Source: an optimization exercise on an open RTL-to-GDS flow (aim: small area). Production flows keep margins and buffers that such runs may drop. Function was checked by simulation only, so behaviour that the tests miss may differ from the original. Power is estimated from default activity; no workload was simulated.

### flow/run.sh
#!/bin/bash
# synth_recipe.tcl (not shown) runs the flow's synth.tcl, then flattens the netlist and writes it again
# the make line also repeats each setting of config.mk as NAME=value (left out here)
make -C /OpenROAD-flow-scripts/flow DESIGN_CONFIG=/design/flow/config.mk WORK_HOME=/design/flow/orfs CLKGATE_MAP_FILE= SYNTH_SCRIPT=/design/flow/synth_recipe.tcl finish
### flow/config.mk
export PLATFORM = sky130hd
export DESIGN_NAME = Attention_top
export DESIGN_NICKNAME = Attention_top
export VERILOG_FILES = /design/flow/design.v
export SDC_FILE = /design/flow/constraint.sdc
export NUM_CORES = 4
export LEC_CHECK = 0
export ABC_AREA = 1
export CAP_MARGIN = 0
export CORE_MARGIN = 2
export CORE_UTILIZATION = 70
export CTS_BUF_LIST = sky130_fd_sc_hd__clkbuf_4
export SLEW_MARGIN = 0
### flow/constraint.sdc
create_clock -name core_clock -period 5.0 [get_ports {clk}]
set_input_delay 1.0000 -clock core_clock [delete_from_list [all_inputs] [get_ports {clk}]]
set_output_delay 1.0000 -clock core_clock [all_outputs]
set_load 0.01 [all_outputs]
### flow/design.v
module mac_lane (
    input  [8:0] a,
    input  [7:0] k,
    input  [7:0] q,
    output [8:0] y
);
    wire t1 = k[0] & q[0];
    wire t2 = k[0] & q[1];
    wire t3 = k[1] & q[0];
    wire t4 = k[0] & q[2];
    wire t5 = k[1] & q[1];
    wire t6 = k[2] & q[0];
    wire t7 = k[0] & q[3];
    wire t8 = k[1] & q[2];
    wire t9 = k[2] & q[1];
    wire t10 = k[3] & q[0];
    wire t11 = k[0] & q[4];
    wire t12 = k[1] & q[3];
    wire t13 = k[2] & q[2];
    wire t14 = k[3] & q[1];
    wire t15 = k[4] & q[0];
    wire t16 = k[0] & q[5];
    wire t17 = k[1] & q[4];
    wire t18 = k[2] & q[3];
    wire t19 = k[3] & q[2];
    wire t20 = k[4] & q[1];
    wire t21 = k[5] & q[0];
    wire t22 = k[0] & q[6];
    wire t23 = k[1] & q[5];
    wire t24 = k[2] & q[4];
    wire t25 = k[3] & q[3];
    wire t26 = k[4] & q[2];
    wire t27 = k[5] & q[1];
    wire t28 = k[6] & q[0];
    wire t29 = k[0] & q[7];
    wire t30 = k[1] & q[6];
    wire t31 = k[2] & q[5];
    wire t32 = k[3] & q[4];
    wire t33 = k[4] & q[3];
    wire t34 = k[5] & q[2];
    wire t35 = k[6] & q[1];
    wire t36 = k[0] & q[7];
    wire t37 = k[1] & q[7];
    wire t38 = k[2] & q[6];
    wire t39 = k[3] & q[5];
    wire t40 = k[4] & q[4];
    wire t41 = k[5] & q[3];
    wire t42 = k[6] & q[2];
    wire t43 = k[7] & q[0];
    wire t44 = k[7] & (q[1] ^ q[0]);
    wire t45 = a[1] ^ t2;
    wire t46 = a[1] & t2;
    wire t47 = a[2] ^ t4 ^ t5;
    wire t48 = (a[2] & t4) | (a[2] & t5) | (t4 & t5);
    wire t49 = t6 ^ t46;
    wire t50 = t6 & t46;
    wire t51 = a[3] ^ t7 ^ t8;
    wire t52 = (a[3] & t7) | (a[3] & t8) | (t7 & t8);
    wire t53 = t9 ^ t10 ^ t48;
    wire t54 = (t9 & t10) | (t9 & t48) | (t10 & t48);
    wire t55 = t50 ^ t51;
    wire t56 = t50 & t51;
    wire t57 = a[4] ^ t11 ^ t12;
    wire t58 = (a[4] & t11) | (a[4] & t12) | (t11 & t12);
    wire t59 = t13 ^ t14 ^ t15;
    wire t60 = (t13 & t14) | (t13 & t15) | (t14 & t15);
    wire t61 = t52 ^ t57 ^ t59;
    wire t62 = (t52 & t57) | (t52 & t59) | (t57 & t59);
    wire t63 = t56 ^ t54;
    wire t64 = t56 & t54;
    wire t65 = a[5] ^ t16 ^ t17;
    wire t66 = (a[5] & t16) | (a[5] & t17) | (t16 & t17);
    wire t67 = t18 ^ t19 ^ t20;
    wire t68 = (t18 & t19) | (t18 & t20) | (t19 & t20);
    wire t69 = t21 ^ t58 ^ t60;
    wire t70 = (t21 & t58) | (t21 & t60) | (t58 & t60);
    wire t71 = t65 ^ t67 ^ t62;
    wire t72 = (t65 & t67) | (t65 & t62) | (t67 & t62);
    wire t73 = t69 ^ t64;
    wire t74 = t69 & t64;
    wire t75 = a[6] ^ t22 ^ t23;
    wire t76 = (a[6] & t22) | (a[6] & t23) | (t22 & t23);
    wire t77 = t24 ^ t25 ^ t26;
    wire t78 = (t24 & t25) | (t24 & t26) | (t25 & t26);
    wire t79 = t27 ^ t28 ^ t66;
    wire t80 = (t27 & t28) | (t27 & t66) | (t28 & t66);
    wire t81 = t68 ^ t75 ^ t77;
    wire t82 = (t68 & t75) | (t68 & t77) | (t75 & t77);
    wire t83 = t79 ^ t70 ^ t81;
    wire t84 = (t79 & t70) | (t79 & t81) | (t70 & t81);
    wire t85 = t74 ^ t72;
    wire t86 = t74 & t72;
    wire t87 = a[7] ^ t29 ^ t30;
    wire t88 = (a[7] & t29) | (a[7] & t30) | (t29 & t30);
    wire t89 = t31 ^ t32 ^ t33;
    wire t90 = (t31 & t32) | (t31 & t33) | (t32 & t33);
    wire t91 = t34 ^ t35 ^ t43;
    wire t92 = (t34 & t35) | (t34 & t43) | (t35 & t43);
    wire t93 = t76 ^ t78 ^ t87;
    wire t94 = (t76 & t78) | (t76 & t87) | (t78 & t87);
    wire t95 = t89 ^ t91 ^ t80;
    wire t96 = (t89 & t91) | (t89 & t80) | (t91 & t80);
    wire t97 = t82 ^ t93 ^ t95;
    wire t98 = (t82 & t93) | (t82 & t95) | (t93 & t95);
    wire t99 = t84 ^ t86;
    wire t100 = t84 & t86;
    wire t101 = a[8] ^ t36 ^ t37;
    wire t102 = t38 ^ t39 ^ t40;
    wire t103 = t41 ^ t42 ^ t44;
    wire t104 = t88 ^ t90 ^ t92;
    wire t105 = t101 ^ t102 ^ t103;
    wire t106 = t94 ^ t104 ^ t105;
    wire t107 = t96 ^ t106 ^ t98;
    wire t108 = a[0] & t1;
    wire t109 = a[0] ^ t1;
    wire t110 = t3 & t45;
    wire t111 = t3 ^ t45;
    wire t112 = t47 & t49;
    wire t113 = t47 ^ t49;
    wire t114 = t55 & t53;
    wire t115 = t55 ^ t53;
    wire t116 = t61 & t63;
    wire t117 = t61 ^ t63;
    wire t118 = t71 & t73;
    wire t119 = t71 ^ t73;
    wire t120 = t83 & t85;
    wire t121 = t83 ^ t85;
    wire t122 = t97 & t99;
    wire t123 = t97 ^ t99;
    wire t124 = t100 & t107;
    wire t125 = t100 ^ t107;
    wire t126 = t108 | (t109 & 1'b0);
    wire t127 = t110 | (t111 & t126);
    wire t128 = t112 | (t113 & t127);
    wire t129 = t114 | (t115 & t128);
    wire t130 = t116 | (t117 & t129);
    wire t131 = t118 | (t119 & t130);
    wire t132 = t120 | (t121 & t131);
    wire t133 = t122 | (t123 & t132);
    wire t134 = t109 ^ 1'b0;
    wire t135 = t111 ^ t126;
    wire t136 = t113 ^ t127;
    wire t137 = t115 ^ t128;
    wire t138 = t117 ^ t129;
    wire t139 = t119 ^ t130;
    wire t140 = t121 ^ t131;
    wire t141 = t123 ^ t132;
    wire t142 = t125 ^ t133;
    assign y = {t142, t141, t140, t139, t138, t137, t136, t135, t134};
endmodule
module Attention_top #(
    parameter INPUT_WIDTH = 8,
    parameter NUM_CODE_WIDTH = 5,
    parameter MATRIX_SIZE = 3,
    parameter ADDR_WIDTH = $clog2(MATRIX_SIZE**2<<2),
    parameter OUTPUT_WIDTH = $clog2(MATRIX_SIZE*(2**INPUT_WIDTH))-1
)(
    input clk,
    input reset_n,
    input start,
    input softmax_req,DATA_write_EN,
    input  [INPUT_WIDTH*MATRIX_SIZE-1:0] Q_INPUT,
    input [INPUT_WIDTH*MATRIX_SIZE-1:0] MATRIX_INPUT,
    output [MATRIX_SIZE*OUTPUT_WIDTH-1:0] Output_RESULT,
    input output_req
);
    reg [2:0] jsel;          
    reg [2:0] ph;            
    reg       oreq_d;
    reg [2:0] osel;          
    wire clr = jsel[0];
    always @(posedge clk or negedge reset_n) begin
        if (!reset_n) begin
            jsel <= 3'b000;
            oreq_d <= 1'b0;
        end else begin
            if (start) jsel <= 3'b001;
            else if (ph[1]) jsel <= {jsel[1:0], 1'b0};
            oreq_d <= output_req;
        end
    end
    always @(posedge clk) begin
        ph <= start ? 3'b100 : {ph[1:0], ph[2]};
        if (output_req & ~oreq_d) osel <= ph;
    end
    reg [23:0] qw0, qw1, qw2;
    always @(posedge clk) begin
        if (DATA_write_EN) begin
            qw0 <= Q_INPUT;
            qw1 <= qw0;
            qw2 <= qw1;
        end
    end
    reg [7:0] kc0 [0:2];    
    reg [7:0] kc1 [0:2];
    reg [7:0] kc2 [0:2];
    always @(posedge clk) begin
        if (DATA_write_EN | jsel[0]) begin
            kc0[0] <= kc0[1]; kc0[1] <= kc0[2]; kc0[2] <= MATRIX_INPUT[23:16];
        end
        if (DATA_write_EN | jsel[1]) begin
            kc1[0] <= kc1[1]; kc1[1] <= kc1[2]; kc1[2] <= MATRIX_INPUT[15:8];
        end
        if (DATA_write_EN | jsel[2]) begin
            kc2[0] <= kc2[1]; kc2[1] <= kc2[2]; kc2[2] <= MATRIX_INPUT[7:0];
        end
    end
    wire [7:0] kop = ({8{jsel[0]}} & kc0[0]) | ({8{jsel[1]}} & kc1[0]) | ({8{jsel[2]}} & kc2[0]);
    function [7:0] qsel;
        input [23:0] w;
        input [2:0] s;
        qsel = ({8{s[0]}} & w[23:16]) | ({8{s[1]}} & w[15:8]) | ({8{s[2]}} & w[7:0]);
    endfunction
    wire [7:0] q0op = qsel(qw2, jsel);
    wire [7:0] q1op = qsel(qw1, jsel);
    wire [7:0] q2op = qsel(qw0, jsel);
    reg [26:0] rs0, rs1, rs2;
    wire [8:0] a0 = rs2[26:18] & {9{~clr}};
    wire [8:0] a1 = rs2[17:9]  & {9{~clr}};
    wire [8:0] a2 = rs2[8:0]   & {9{~clr}};
    wire [8:0] y0, y1, y2;
    mac_lane lane0 (.a(a0), .k(kop), .q(q0op), .y(y0));
    mac_lane lane1 (.a(a1), .k(kop), .q(q1op), .y(y1));
    mac_lane lane2 (.a(a2), .k(kop), .q(q2op), .y(y2));
    always @(posedge clk) begin
        rs0 <= {y0, y1, y2};
        rs1 <= rs0;
        rs2 <= rs1;
    end
    assign Output_RESULT = ({27{osel[0]}} & rs0) | ({27{osel[1]}} & rs1) | ({27{osel[2]}} & rs2);
endmodule
==> out/qor_table.md, run 1 <==
| Step | Metric | This run |
| --- | --- | --- |
| cells and area | Nets | 1422 |
| placed design | Half-perimeter wire length of the detailed placement result | 16.4 mm |
| global route | Pin count of the biggest net entering global routing | 41 |
| logic synthesis | Sequential fraction of the synthesis area | 53.9% |
| setup path | Most common cell on crit path | sky130_fd_sc_hd__fa_2 |
| logic synthesis | Gate Count Post-Synth | 1096 |
| placed design | Post-DP Area | 12800 um2 |
| clock network | Worst-path clk slew | 0.08 ns |
| global route | Via count of the first global-routing pass | 8171 |
| drt | Iter 0 DRT Violations | 529 |
| floorplanning | Die boundary width | 132 um |
| setup path | Crit path largest cell delay | 0.51 ns |
| clock network | Clock tree from TritonCTS | yes |
| floorplanning | Row cnt | 46 |
| drt | Aggregate routed wire length | 24.4 mm |
| setup path | Cell-by-cell trace of the critical path | buf_12 -> buf_12 -> nand2_4 -> nand3_4 -> nand2_2 -> inv_2 -> ha_4 -> fa_2 -> fa_2 -> fa_2 -> fa_2 -> fa_2 -> fa_2 -> fa_2 -> xnor2_2 -> xor2_2 -> inv_1 -> nand2_1 -> nand3_1 -> nand2_1 -> inv_1 -> nand3_1 -> nand2_1 |
| clock network | Inserted Clock Buffers | 55 |
| setup path | CP arrival | 5.48 ns |
| clock network | Buffer depth of the longest clock path | 3 |
| setup path | Critical path class | reg2reg |
| cells and area | Cell Count, Final, Fillers Out | 1522 |
| cells and area | Fill cell instance count of the final layout | 814 |
| pwr | Leakage component of the power | 6.64 nW |
| worst hold path | Kind of path behind the tightest hold check | reg2reg |
| global route | Gr ovfl total | 0 |
| clock network | Total of hold buffers inserted after clock tree synthesis | 0 |
| timing | Final period utilization | 98.0% |
| logic synthesis | Number of synthesized flops with an enable pin | 147 |
| logic synthesis | Primary flip-flop cell chosen by synthesis mapping | sky130_fd_sc_hd__edfxtp_1 |
| timing | Final critical path time including I/O delays and setup | 4.90 ns |
| floorplanning | Die Outline Area | 17500 um2 |
| logic synthesis | Yosys top cell area share | 38.4% |
| pwr | Power density relative to cell area | 454 nW/um2 |
| logic synthesis | Post-Synthesis Net Count | 1258 |
| drt | Total via count after detailed routing | 7881 |
| floorplanning | Core region area | 16000 um2 |
| logic synthesis | Register bit count reported by yosys | 235 |
| timing | Setup repair after global routing missed its margin | yes |
| timing | Count of pins over their slew limit | 0 |
| drt | First-pass DRT Iterations | 4 |
| placed design | Count of buffers from port buffering | 79 |
| clock network | H-tree level count | 2 |
| setup path | Largest driver fanout on the critical path | 7 |
| timing | Rel. slew slack | 27.5% |
| global route | Gr usage total | 28.1% |
| logic synthesis | Count of different cell masters after synthesis | 30 |
| setup path | Startpoint Class | flop |
| logic synthesis | Synth area leader | sky130_fd_sc_hd__edfxtp_1 |
| cells and area | Area growth, synth to finish | 20.9% |
| clock network | CTS sink count | 235 |
| logic synthesis | Leading post-synthesis cells by cell area | sky130_fd_sc_hd__edfxtp_1 (38%), sky130_fd_sc_hd__dfxtp_1 (15%), sky130_fd_sc_hd__fa_1 (15%) |
| placed design | Placer congestion estimate | 0.894 |
| drt | Routed wire length per instance | 16.0 um |
| setup path | Kind of end point of the critical path | flop |
| drt | Via/cell ratio | 5.18 |
| job | Max-cap violation count | 0 |
| timing | Highest attainable clock frequency | 204 MHz |
| clock network | Clock Tree Root | sky130_fd_sc_hd__clkbuf_4 |
| global route | Initial antenna violation count | 1 |
| pwr | Overall power consumption | 6.31 mW |
| floorplanning | Effective utilization at floorplan | 71.9% |
| global route | First-pass GRT wire length | 38.4 mm |
| clock network | Latest clock arrival within the worst-skew pair | 0.70 ns |
| placed design | Placed Instances | 1404 |
| pwr | Largest voltage drop on the vdd net | 0.000328 V |
| timing | Worst setup skew after layout | 0.0552 ns |
| cells and area | Fraction of layout cells with a size suffix above 1 | 17.4% |
| logic synthesis | Yosys synthesis warning count | 4 |
| setup path | Cell with the biggest individual delay on the critical path | sky130_fd_sc_hd__dfrtp_2 |
| floorplanning | Die height | 132 um |
| timing | Final Setup Violations | 0 |
| setup path | Required time of the critical path | 5.58 ns |
| logic synthesis | Syn Area/Cell | 10.5 um2 |
| timing | Slew at the pin closest to its max-slew limit | 1.09 ns |
| cells and area | Non-Filler Cell Area, Final | 13900 um2 |
| floorplanning | Top-level port count | 81 |
| timing | Hold violation count in the final report | 0 |
| logic synthesis | Fraction of registers with async set/reset | 1.70% |
| drt | Post-route antenna net violation count | 0 |
| run status | Result of the run | complete, no violations |
| logic synthesis | Combined area of all synthesized cells | 11500 um2 |
| drt | DRC | 0 |
final timing paths:
| path | from | slack, ns | end | depth (start not counted) |
|---|---|---|---|---|
| max reg2reg | jsel[0] | 0.10 | rs0[17] | 23 |
| min | rs0[1] | 0.34 | rs1[1] | 0 |
| max in group asynchronous | reset_n | 4.26 | jsel[2] | 1 |
| max | jsel[0] | 0.10 | rs0[17] | 23 |
| min in group asynchronous | reset_n | 0.51 | oreq_d | 1 |
| min reg2reg | rs0[1] | 0.34 | rs1[1] | 0 |
final cells by class:
cell class	count	area [um2]	share of cell area, %
sequential	235	6200	44.6
clock buffer	81	608	4.37
tap	216	270	1.94
inverter	190	716	5.15
multi-input combinational	637	4570	32.9
timing repair buffer	141	1410	10.2
antenna	2	5.00	0.0360
clock inverter	20	116	0.837
cells by family (layout without fill, tap and decap cells):
family	count (synthesis)	in the layout	share of synthesized area (%)
AOI/OAI and AO/OA	4	4	0.196
xor gates and xnor gates	22	22	1.68
adders and majority gates	108	108	17.2
buffers and inverters	224	432	8.12
DFF	235	235	53.9
other	0	2	0
and+or+nand+nor	503	503	18.9
cells in the final DEF (no fill, tap or decap), types with 12 or more instances in the layout:
cell type	Yosys	routed
sky130_fd_sc_hd__buf_4	3	47
sky130_fd_sc_hd__clkbuf_4	0	81
sky130_fd_sc_hd__clkdlybuf4s50_1	0	78
sky130_fd_sc_hd__clkinv_1	0	12
sky130_fd_sc_hd__dfxtp_1	84	84
sky130_fd_sc_hd__edfxtp_1	147	147
sky130_fd_sc_hd__fa_1	84	62
sky130_fd_sc_hd__fa_2	0	22
sky130_fd_sc_hd__ha_1	24	21
sky130_fd_sc_hd__inv_1	188	184
sky130_fd_sc_hd__nand2_1	383	377
sky130_fd_sc_hd__nand3_1	60	55
sky130_fd_sc_hd__nor2_1	27	26
report_power, final:
group | switching [mW] | internal (mW)
logic | 1.15 | 0.916
clock network | 0.747 | 0.803
registers | 0.205 | 2.49
sequential cells by signal, indices dropped and copies added, names as in the netlist:
| register | cells |
|---|---|
| kc1 | 24 |
| ph | 3 |
| rs0 | 27 |
| kc0 | 24 |
| qw1 | 24 |
| oreq_d | 1 |
| qw2 | 24 |
| rs2 | 27 |
| osel | 3 |
| rs1 | 27 |
| kc2 | 24 |
| qw0 | 24 |
| jsel | 3 |
Yosys cell counts, types with 3 or more instances:
cell type                    n
sky130_fd_sc_hd__buf_4       3
sky130_fd_sc_hd__nor2_1     27
sky130_fd_sc_hd__nand3_4     6
sky130_fd_sc_hd__ha_1       24
sky130_fd_sc_hd__edfxtp_1  147
sky130_fd_sc_hd__fa_1       84
sky130_fd_sc_hd__dfxtp_1    84
sky130_fd_sc_hd__nand2_1   383
sky130_fd_sc_hd__nand3_1    60
sky130_fd_sc_hd__dfrtp_1     4
sky130_fd_sc_hd__nand3b_1    3
sky130_fd_sc_hd__xor2_1     12
sky130_fd_sc_hd__xnor2_1    10
sky130_fd_sc_hd__nand2_2     8
sky130_fd_sc_hd__clkbuf_1   14
sky130_fd_sc_hd__nand3_2     9
sky130_fd_sc_hd__inv_1     188
sky130_fd_sc_hd__buf_2       5
sky130_fd_sc_hd__buf_6      10
routing by layer:
metal	vias to the layer above	part of all wire [%]	routed length, um	GRT usage (%)
li1	3732	-	-	-
met1	3795	39	9530	35.2
met2	304	51	12400	48.2
met3	50	7.7	1870	6.34
met4	0	2.3	559	10.8
met5	-	0	0	0
worst max-delay path, delay by kind of cell (launching register included):
kind,cells,cell delay [ns]
XOR/XNOR,2,0.44
adder cells (fa/ha/maj),8,2.87
flip-flops,1,0.51
AND/OR/NAND/NOR,8,0.54
buffers and inverters,5,0.44
metrics by stage:
stage,setup WS [ns],setup TNS [ns],util (%),hold WS (ns)
5_1_grt,-0.0528,-0.0727,86.9,0.351
3_3_place_gp,-0.143,-0.320,79.9,0.332
3_5_place_dp,-0.289,-0.577,79.9,0.336
2_1_floorplan,0.00915,0,-,0.331
4_1_cts,0.0123,0,85.0,0.343
6_report,0.101,0,86.9,0.341
what timing repair did:
action | 4_1_cts | 5_1_grt
buffers inserted | 3 | 11
gates cloned | 0 | 2
endpoints found under the setup margin | 3 | 3
gates resized for setup | 16 | 42
pin swaps | 11 | 34
==> run 2, diff against run 1 <==
--- a/flow/config.mk
+++ b/flow/config.mk
@@ -10,4 +10,4 @@
 export CORE_MARGIN = 2
-export CORE_UTILIZATION = 70
-export CTS_BUF_LIST = sky130_fd_sc_hd__clkbuf_4
+export CORE_UTILIZATION = 60
+export GPL_TIMING_DRIVEN = 0
 export SLEW_MARGIN = 0
==> out/qor_table.md, run 2 <==
| Step | Metric | This run | Change |
| --- | --- | --- | --- |
| setup path | R2R depth | 25 | +8.7% |
| setup path | Startpoint Class | flop |  |
| floorplanning | Die height | 142 um | +7.8% |
| pwr | Leakage component of the power | 6.41 nW | -3.4% |
| timing | Final Setup Violations | 0 | unchanged |
| timing | Final critical path time including I/O delays and setup | 4.89 ns | -0.00730 ns |
| logic synthesis | Yosys top cell area share | 38.4% | unchanged |
| logic synthesis | Leading post-synthesis cells by cell area | sky130_fd_sc_hd__edfxtp_1 (38%), sky130_fd_sc_hd__dfxtp_1 (15%), sky130_fd_sc_hd__fa_1 (15%) |  |
| setup path | RR Startpoint | jsel[0] |  |
| run status | Result of the run | complete, no violations |  |
| floorplanning | Die Outline Area | 20300 um2 | +16% |
| global route | Layer with the highest usage | met2 |  |
| cells and area | Highest-count cells in the layout ignoring fill and taps | sky130_fd_sc_hd__nand2_1 (374), sky130_fd_sc_hd__inv_1 (182), sky130_fd_sc_hd__edfxtp_1 (147) |  |
| cells and area | Most frequent standard cell in the layout excluding fill and tap cells | sky130_fd_sc_hd__nand2_1 |  |
| placed design | Half-perimeter wire length of the detailed placement result | 15.9 mm | -2.7% |
| floorplanning | Top-level port count | 81 | unchanged |
| logic synthesis | Syn Area/Cell | 10.5 um2 | unchanged |
| global route | Via count of the first global-routing pass | 7234 | -11% |
| global route | Met1 Track Usage GR | 30.4% | -4.9 points |
| drt | Via/cell ratio | 4.99 | -3.7% |
| worst hold path | WHS Path Cells | 0 | unchanged |
| pwr | Largest voltage drop on the vdd net | 0.000405 V | +23% |
| global route | Global routing met3 resource utilization | 3.03% | -3.3 points |
| drt | Aggregate routed wire length | 22.1 mm | -9.1% |
| cells and area | Nets | 1374 | -3.4% |
| clock network | H-tree level count | 1 | -1 |
| clock network | Buffer depth of the longest clock path | 3 | unchanged |
| global route | Gr usage total | 22.9% | -5.2 points |
| setup path | CP arrival | 5.32 ns | -0.16 ns |
| floorplanning | Effective utilization at floorplan | 61.3% | -11 points |
| floorplanning | Row cnt | 50 | +8.7% |
| setup path | Largest driver fanout on the critical path | 6 | -1 |
| drt | Total via count after detailed routing | 7285 | -7.6% |
| drt | Iter 0 DRT Violations | 399 | -25% |
| timing | Rel. slew slack | 31.0% | +3.6 points |
| setup path | Worst-case register-to-register setup slack | 0.11 ns | about the same |
| placed design | Placed Instances | 1409 | +0.36% |
| timing | Worst hold margin | 0.348 ns | +0.00730 ns |
| timing | Slew at the pin closest to its max-slew limit | 1.03 ns | -0.0559 ns |
| cells and area | Antenna diodes | 0 | -2 |
| logic synthesis | Fraction of registers with async set/reset | 1.70% | unchanged |
| placed design | Count of buffers from port buffering | 79 | unchanged |
| drt | Routed wire length per instance | 15.2 um | -5.3% |
| global route | Gr ovfl total | 0 | unchanged |
| logic synthesis | Gate Count Post-Synth | 1096 | unchanged |
| logic synthesis | Yosys synthesis warning count | 4 | unchanged |
| timing | Count of pins over their slew limit | 0 | unchanged |
| global route | Met2 track demand over resource | 40.1% | -8.1 points |
| clock network | Clock tree from TritonCTS | yes |  |
| global route | Initial antenna violation count | 0 | -1 |
| logic synthesis | Most instantiated library cell after synthesis | sky130_fd_sc_hd__nand2_1 |  |
| logic synthesis | Synth area leader | sky130_fd_sc_hd__edfxtp_1 |  |
| cells and area | Final design utilization | 73.2% | -14 points |
| logic synthesis | Register bit count reported by yosys | 235 | unchanged |
| setup path | Critical path class | reg2reg |  |
| logic synthesis | Number of synthesized flops with an enable pin | 147 | unchanged |
| timing | Hold violation count in the final report | 0 | unchanged |
| global route | Pin count of the biggest net entering global routing | 74 | +80% |
| cells and area | Fraction of layout cells with a size suffix above 1 | 12.1% | -5.3 points |
| setup path | Kind of end point of the critical path | flop |  |
| floorplanning | Core region area | 18800 um2 | +17% |
| logic synthesis | Combined area of all synthesized cells | 11500 um2 | unchanged |
| logic synthesis | Count of different cell masters after synthesis | 30 | unchanged |
| placed design | Placer congestion estimate | 0.827 | -7.5% |
| drt | DRC | 0 | unchanged |
| logic synthesis | Post-Synthesis Net Count | 1258 | unchanged |
| setup path | Required time of the critical path | 5.42 ns | -0.16 ns |
| job | Max-cap violation count | 0 | unchanged |
| cells and area | Cell Count, Final, Fillers Out | 1461 | -4.0% |
| logic synthesis | Sequential fraction of the synthesis area | 53.9% | unchanged |
| worst hold path | Launch instance of the worst min-delay path | rs0[21] |  |
| clock network | Clock Tree Root | sky130_fd_sc_hd__clkbuf_16 |  |
| timing | Worst setup skew after layout | 0.00987 ns | -0.0453 ns |
| worst hold path | Hold Path End | rs1[21] |  |
| clock network | Worst-path clk slew | 0.06 ns | -0.02 ns |
| worst hold path | Kind of path behind the tightest hold check | reg2reg |  |
| timing | Final period utilization | 97.8% | -0.15 points |
| drt | Post-route antenna net violation count | 0 | unchanged |
| clock network | CTS sink count | 235 | unchanged |
| floorplanning | Die boundary width | 142 um | +7.8% |
| logic synthesis | Primary flip-flop cell chosen by synthesis mapping | sky130_fd_sc_hd__edfxtp_1 |  |
| timing | Highest attainable clock frequency | 204 MHz | +0.15% |
| logic synthesis | Commonest cells in the synthesized netlist | sky130_fd_sc_hd__nand2_1 (383), sky130_fd_sc_hd__inv_1 (188), sky130_fd_sc_hd__edfxtp_1 (147) |  |
| pwr | Overall power consumption | 6.48 mW | +2.7% |
| global route | First-pass GRT wire length | 35.8 mm | -6.7% |
| timing | Setup repair after global routing missed its margin | yes |  |
| cells and area | Top flop regs | rs0 x27, rs1 x27, rs2 x27 |  |
| cells and area | Area growth, synth to finish | 19.4% |  |
| pwr | Power density relative to cell area | 472 nW/um2 | +4.0% |
| clock network | Latest clock arrival within the worst-skew pair | 0.53 ns | -0.17 ns |
| drt | First-pass DRT Iterations | 4 | unchanged |
| clock network | Inserted Clock Buffers | 24 | -56% |
| setup path | Endpoint of the worst-slack reg-to-reg timing path | rs0[17] |  |
[run 2: changes by cell type in the layout (fill, tap and decap cells not counted), sizes merged]
cell | previous run | this run
clkinv | 16 | 8
buf | 61 | 35
inv | 193 | 191
clkbuf | 83 | 39
bufinv | 1 | 3
diode | 2 | 0
clkinvlp | 0 | 1
[run 2: worst max path at each step]
stage | startpoint | endpoint | slack [ns] | depth (start not counted)
after detailed placement | jsel[0] | rs0[8] | -0.68 | 21
after global placement | jsel[0] | rs0[8] | -0.65 | 21
final | jsel[0] | rs0[17] | 0.11 | 25
after global routing | jsel[0] | rs0[17] | -0.12 | 25
after CTS | jsel[0] | rs0[26] | 0.008 | 26
after floorplan | jsel[0] | rs0[17] | 0.009 | 24
[run 2: timing repair]
action | 4_1_cts | 5_1_grt
hold buffers | 0 | 0
pin swaps | 19 | 28
gates resized for setup | 34 | 38
setup endpoints to repair | 3 | 3
setup buffers | 6 | 9
[run 2: area by class of cell]
cell class | count | area (um2)
buffer | 30 | 274
sequential | 235 | 6200
inverter | 190 | 713
fill | 1322 | 5030
clock inverter | 13 | 166
multi-input combinational | 637 | 4560
tap | 234 | 293
timing repair buffer | 94 | 920
clock buffer | 28 | 616
[run 2: critical path, stage by stage, from the launching register on]
cell and delay [ns]:
sky130_fd_sc_hd__dfrtp_1 0.37, sky130_fd_sc_hd__buf_6 0.14, sky130_fd_sc_hd__buf_12 0.13, sky130_fd_sc_hd__nand2_4 0.06, sky130_fd_sc_hd__nand3_4 0.14, sky130_fd_sc_hd__clkbuf_16 0.19
sky130_fd_sc_hd__buf_4 0.14, sky130_fd_sc_hd__nand2_1 0.05, sky130_fd_sc_hd__inv_1 0.05, sky130_fd_sc_hd__ha_2 0.18, sky130_fd_sc_hd__fa_2 0.35, sky130_fd_sc_hd__fa_2 0.35
sky130_fd_sc_hd__fa_2 0.35, sky130_fd_sc_hd__fa_2 0.34, sky130_fd_sc_hd__fa_2 0.35, sky130_fd_sc_hd__fa_2 0.35, sky130_fd_sc_hd__fa_2 0.36, sky130_fd_sc_hd__xnor2_2 0.19
sky130_fd_sc_hd__xor2_1 0.21, sky130_fd_sc_hd__inv_1 0.06, sky130_fd_sc_hd__nand2_1 0.08, sky130_fd_sc_hd__nand2_1 0.06, sky130_fd_sc_hd__nand2_1 0.07, sky130_fd_sc_hd__nand2_2 0.07
sky130_fd_sc_hd__nand2_1 0.08, sky130_fd_sc_hd__nand2_2 0.06
[run 2: power breakdown]
part	switching, mW	internal (mW)
clock network	0.716	1.04
logic	1.16	0.898
registers	0.180	2.49
total	2.05	4.43
[run 2: kinds of logic after synthesis]
group / Yosys count / share of synthesized area [%]
AND/OR/NAND/NOR: 503 / 18.9
XOR/XNOR: 22 / 1.68
buffers and inverters: 224 / 8.12
adder cells (fa/ha/maj): 108 / 17.2
AO/OA/AOI/OAI: 4 / 0.196
flip-flops: 235 / 53.9
[run 2: through the flow]
stage,instance area [um2],worst slack [ns],setup TNS (ns)
after global routing,13700,-0.115,-0.195
after CTS,13500,0.00818,0
after floorplan,11500,0.00915,0
after global placement,12600,-0.646,-24.27
final,13700,0.109,0
after detailed placement,12600,-0.681,-1.89
[run 2: per-layer routing]
layer  vias up  part of all wire, %
met5         -                    0
met4         0                  2.1
met3        25                  4.2
met2       174                   50
met1      3483                   44
li1       3603                    -
==> run 3, diff against run 2 <==
--- a/flow/config.mk
+++ b/flow/config.mk
@@ -8,6 +8,5 @@
 export ABC_AREA = 1
-export CAP_MARGIN = 0
+export CAP_MARGIN = 20
 export CORE_MARGIN = 2
 export CORE_UTILIZATION = 60
-export GPL_TIMING_DRIVEN = 0
-export SLEW_MARGIN = 0
+export SLEW_MARGIN = 20
==> out/qor_table.md, run 3 <==
| Step | Metric | This run | Change |
| --- | --- | --- | --- |
| cells and area | Nets | 1380 | +0.44% |
| cells and area | Antenna diodes | 0 | unchanged |
| clock network | Worst-path clk slew | 0.06 ns | about the same |
| setup path | Endpoint of the worst-slack reg-to-reg timing path | rs0[17] |  |
| setup path | CP arrival | 5.22 ns | -0.10 ns |
| logic synthesis | Number of synthesized flops with an enable pin | 147 | unchanged |
| run status | Result of the run | complete, no violations |  |
| pwr | NetSw | 1.99 mW | -3.2% |
| logic synthesis | Register bit count reported by yosys | 235 | unchanged |
| logic synthesis | Sequential fraction of the synthesis area | 53.9% | unchanged |
| floorplanning | Die boundary width | 142 um | unchanged |
| timing | Final TNS setup | 0 ns | unchanged |
| drt | Routed wire length per instance | 14.8 um | -2.1% |
| logic synthesis | Primary flip-flop cell chosen by synthesis mapping | sky130_fd_sc_hd__edfxtp_1 |  |
| drt | DRC | 0 | unchanged |
| setup path | Worst-case register-to-register setup slack | 0.18 ns | +0.07 ns |
| pwr | Largest voltage drop on the vdd net | 0.000369 V | -8.7% |
| clock network | Buffer depth of the longest clock path | 3 | unchanged |
| placed design | Placed Instances | 1424 | +1.1% |
| logic synthesis | Yosys synthesis warning count | 4 | unchanged |
| logic synthesis | Yosys top cell area share | 38.4% | unchanged |
| timing | Final critical path time including I/O delays and setup | 4.82 ns | -0.0726 ns |
| global route | Gr usage total | 22.7% | -0.25 points |
| setup path | Required time of the critical path | 5.40 ns | -0.02 ns |
| job | Max-cap violation count | 0 | unchanged |
| worst hold path | Kind of path behind the tightest hold check | reg2reg |  |
| clock network | Clock Tree Root | sky130_fd_sc_hd__clkbuf_16 |  |
| cells and area | Sequential cell area | 6200 um2 | about the same |
| setup path | Kind of end point of the critical path | flop |  |
| cells and area | Top flop regs | rs0 x27, rs1 x27, rs2 x27 |  |
| cells and area | Fill cell instance count of the final layout | 1379 | +4.3% |
| setup path | Critical path class | reg2reg |  |
| global route | Initial antenna violation count | 0 | unchanged |
| placed design | Placer congestion estimate | 0.876 | +5.9% |
| floorplanning | Die Outline Area | 20300 um2 | unchanged |
| clock network | Inserted Clock Buffers | 24 | unchanged |
| pwr | Fraction of power consumed by sequential logic | 41.6% | +0.3 points |
| cells and area | Most frequent standard cell in the layout excluding fill and tap cells | sky130_fd_sc_hd__nand2_1 |  |
| timing | Rel. slew slack | 30.5% | -0.53 points |
| clock network | Latest clock arrival within the worst-skew pair | 0.51 ns | -0.02 ns |
| drt | First-pass DRT Iterations | 6 | +2 |
| logic synthesis | Combined area of all synthesized cells | 11500 um2 | unchanged |
| drt | Post-route antenna net violation count | 0 | unchanged |
| setup path | Cell with the biggest individual delay on the critical path | sky130_fd_sc_hd__fa_1 |  |
| setup path | Crit path largest cell delay | 0.49 ns | +0.12 ns |
| timing | Final period utilization | 96.4% | -1.5 points |
| pwr | Leakage component of the power | 6.49 nW | +1.2% |
| setup path | Top Family by Delay on Critical Path | adder cells |  |
| setup path | Most common cell on crit path | sky130_fd_sc_hd__fa_2 |  |
| cells and area | Cell Count, Final, Fillers Out | 1469 | +0.55% |
| logic synthesis | Synth area leader | sky130_fd_sc_hd__edfxtp_1 |  |
| drt | Aggregate routed wire length | 21.8 mm | -1.5% |
| setup path | Startpoint Class | flop |  |
| floorplanning | Row cnt | 50 | unchanged |
| pwr | Int Power | 4.47 mW | +0.96% |
| logic synthesis | Commonest cells in the synthesized netlist | sky130_fd_sc_hd__nand2_1 (383), sky130_fd_sc_hd__inv_1 (188), sky130_fd_sc_hd__edfxtp_1 (147) |  |
| worst hold path | WHS Path Cells | 0 | unchanged |
| global route | Pin count of the biggest net entering global routing | 42 | -43% |
| cells and area | Fraction of layout cells with a size suffix above 1 | 12.0% | -0.078 points |
| placed design | Count of buffers from port buffering | 79 | unchanged |
| timing | Setup repair after global routing missed its margin | yes |  |
| timing | Slew at the pin closest to its max-slew limit | 1.04 ns | +0.00795 ns |
| placed design | Post-DP Area | 12800 um2 | +1.5% |
| cells and area | Non-Filler Cell Area, Final | 13700 um2 | about the same |
| timing | Worst setup skew after layout | 0.0107 ns | +0.000850 ns |
| global route | Via count of the first global-routing pass | 7275 | +0.57% |
| clock network | Clock tree from TritonCTS | yes |  |
| pwr | Switch share | 30.7% | -0.90 points |
| drt | Total via count after detailed routing | 7285 | unchanged |
| floorplanning | Effective utilization at floorplan | 61.3% | unchanged |
| timing | Highest attainable clock frequency | 208 MHz | +1.5% |
| logic synthesis | Post-Synthesis Net Count | 1258 | unchanged |
| timing | Final Setup Violations | 0 | unchanged |
| timing | Hold violation count in the final report | 0 | unchanged |
| pwr | Clk network pwr share | 27.5% | +0.4 points |
| clock network | H-tree level count | 1 | unchanged |
| timing | Count of pins over their slew limit | 0 | unchanged |
| setup path | Count of buffering cells on the critical path with inverters included | 5 | -1 |
| clock network | Total of hold buffers inserted after clock tree synthesis | 0 | unchanged |
| setup path | R2R depth | 22 | -12% |
| logic synthesis | Syn Area/Cell | 10.5 um2 | unchanged |
| setup path | RR Startpoint | jsel[0] |  |
| setup path | Cell-by-cell trace of the critical path | buf_6 -> nand2_1 -> nand3_4 -> buf_4 -> nand2_1 -> inv_1 -> fa_1 -> fa_2 -> fa_2 -> fa_2 -> fa_2 -> fa_2 -> fa_2 -> xnor2_2 -> xor2_1 -> inv_1 -> nand2_1 -> nand3_1 -> nand2_2 -> inv_1 -> nand3_1 -> nand2_1 |  |
| cells and area | Area of the multi-input gates | 4500 um2 | -1.2% |
| floorplanning | Core region area | 18800 um2 | unchanged |
| pwr | Power density relative to cell area | 470 nW/um2 | -0.41% |
| cells and area | Highest-count cells in the layout ignoring fill and taps | sky130_fd_sc_hd__nand2_1 (379), sky130_fd_sc_hd__inv_1 (188), sky130_fd_sc_hd__edfxtp_1 (147) |  |
| logic synthesis | Count of different cell masters after synthesis | 30 | unchanged |
| floorplanning | Die height | 142 um | unchanged |
| logic synthesis | Fraction of registers with async set/reset | 1.70% | unchanged |
| worst hold path | Hold Path End | rs1[10] |  |
| cells and area | Area growth, synth to finish | 19.5% | about the same |
| pwr | Portion of total power attributed to combinational logic | 30.9% | -0.8 points |
| logic synthesis | Gate Count Post-Synth | 1096 | unchanged |
| logic synthesis | Most instantiated library cell after synthesis | sky130_fd_sc_hd__nand2_1 |  |
| setup path | Largest driver fanout on the critical path | 8 | +2 |
| placed design | Half-perimeter wire length of the detailed placement result | 15.7 mm | -1.3% |
| clock network | CTS sink count | 235 | unchanged |
| drt | Iter 0 DRT Violations | 337 | -16% |
| global route | Gr ovfl total | 0 | unchanged |
| drt | Via/cell ratio | 4.96 | -0.54% |
| worst hold path | Launch instance of the worst min-delay path | rs0[10] |  |
| global route | First-pass GRT wire length | 35.7 mm | -0.42% |
| floorplanning | Top-level port count | 81 | unchanged |
| logic synthesis | Leading post-synthesis cells by cell area | sky130_fd_sc_hd__edfxtp_1 (38%), sky130_fd_sc_hd__dfxtp_1 (15%), sky130_fd_sc_hd__fa_1 (15%) |  |
[run 3: power by group through the flow]
| stage | logic (mW) | registers (mW) | clock network, mW |
|---|---|---|---|
| detailed placement | 1.92 | 2.72 | 0 |
| floorplan | 1.32 | 2.65 | 0 |
| CTS | 1.98 | 2.69 | 1.82 |
| global route | 2.33 | 2.73 | 1.90 |
| finish | 2.00 | 2.69 | 1.78 |
| global placement | 1.85 | 2.70 | 0 |
[run 3: what timing repair did]
action,CTS,global route
gates resized for setup,15,20
setup endpoints to repair,3,3
gates cloned,0,0
buffers inserted,3,0
pin swaps,5,17
[run 3: worst max-delay path by stage]
stage	start	to	slack [ns]	cells after the start
floorplan	jsel[0]	rs0[17]	0.009	24
global placement	jsel[0]	rs0[8]	-0.15	20
detailed placement	jsel[0]	rs0[8]	-0.20	20
CTS	jsel[1]	rs0[26]	0.006	24
global route	jsel[0]	rs0[17]	-0.05	22
finish	jsel[0]	rs0[17]	0.18	22
[run 3: cell type report]
| cell class | count | area share, % |
|---|---|---|
| Sequential cell | 235 | 45.1 |
| Inverter | 190 | 5.19 |
| Clock buffer | 31 | 4.79 |
| Clock inverter | 12 | 1.01 |
| Multi-Input combinational cell | 637 | 32.8 |
| Timing Repair Buffer | 130 | 9.00 |
| Tap cell | 234 | 2.13 |
[run 3: cells by family after synthesis]
logic type / share of synthesized area (%)
AOI/OAI and AO/OA: 0.196
and+or+nand+nor: 18.9
adders and majority gates: 17.2
DFF: 53.9
buffers and inverters: 8.12
xor gates and xnor gates: 1.68
[run 3: worst register-to-register path, cell delays in order, from the launching register on]
cell and delay, ns:
sky130_fd_sc_hd__dfrtp_2 0.47, sky130_fd_sc_hd__buf_6 0.17, sky130_fd_sc_hd__nand2_1 0.10, sky130_fd_sc_hd__nand3_4 0.09, sky130_fd_sc_hd__buf_4 0.17, sky130_fd_sc_hd__nand2_1 0.07, sky130_fd_sc_hd__inv_1 0.05, sky130_fd_sc_hd__fa_1 0.49
sky130_fd_sc_hd__fa_2 0.42, sky130_fd_sc_hd__fa_2 0.39, sky130_fd_sc_hd__fa_2 0.36, sky130_fd_sc_hd__fa_2 0.39, sky130_fd_sc_hd__fa_2 0.36, sky130_fd_sc_hd__fa_2 0.37, sky130_fd_sc_hd__xnor2_2 0.15, sky130_fd_sc_hd__xor2_1 0.22
sky130_fd_sc_hd__inv_1 0.06, sky130_fd_sc_hd__nand2_1 0.08, sky130_fd_sc_hd__nand3_1 0.08, sky130_fd_sc_hd__nand2_2 0.09, sky130_fd_sc_hd__inv_1 0.04, sky130_fd_sc_hd__nand3_1 0.05, sky130_fd_sc_hd__nand2_1 0.05
[run 3: per-layer routing]
| layer | vias up | global-route usage [%] | routed length, um |
|---|---|---|---|
| met2 | 166 | 38.4 | 10500 |
| li1 | 3603 | - | - |
| met5 | - | 0 | 0 |
| met4 | 0 | 5.16 | 386 |
| met3 | 28 | 3.57 | 1230 |
| met1 | 3488 | 31.3 | 9650 |
[run 3: per-stage QoR]
stage	setup WS (ns)	utilization (%)	power, mW	hold slack [ns]
2_1_floorplan	0.00915	-	3.97	0.331
3_3_place_gp	-0.148	68.2	4.56	0.331
3_5_place_dp	-0.198	68.2	4.65	0.336
4_1_cts	0.00552	72.8	6.49	0.349
5_1_grt	-0.0463	73.2	6.95	0.352
6_report	0.181	73.2	6.46	0.347

==> static timing again, ports no longer ideal <==
The flow's constraints put no driver on any port. The routed layouts listed below were extracted and timed again, unchanged, in two steps.
Step 1 sets driving cells, clkbuf_16 on the clock port and buf_2 on the other inputs (assumed; they add their load-dependent delay and slew).
Step 2 times the ports against the registers' clock, not the clock port: input delays grow and output delays shrink by t, the midpoint of the rising clock arrivals with the driver on.
Three values: ideal ports, drivers, drivers and shift; two values: the first two.
| run | t, ns | setup WS [ns] | hold slack, ns | cell pins on the clock port's net |
|---|---|---|---|---|
| run 1 | 0.715 | 0.101 / 0.101 / 0.101 | 0.341 / 0.341 / 0.341 | 1 |
| run 2 | 0.572 | 0.109 / 0.109 / 0.109 | 0.348 / 0.348 / 0.348 | 1 |
| run 3 | 0.552 | 0.181 / 0.181 / 0.181 | 0.347 / 0.347 / 0.347 | 1 |
After both steps setup and hold are still met in every run listed.
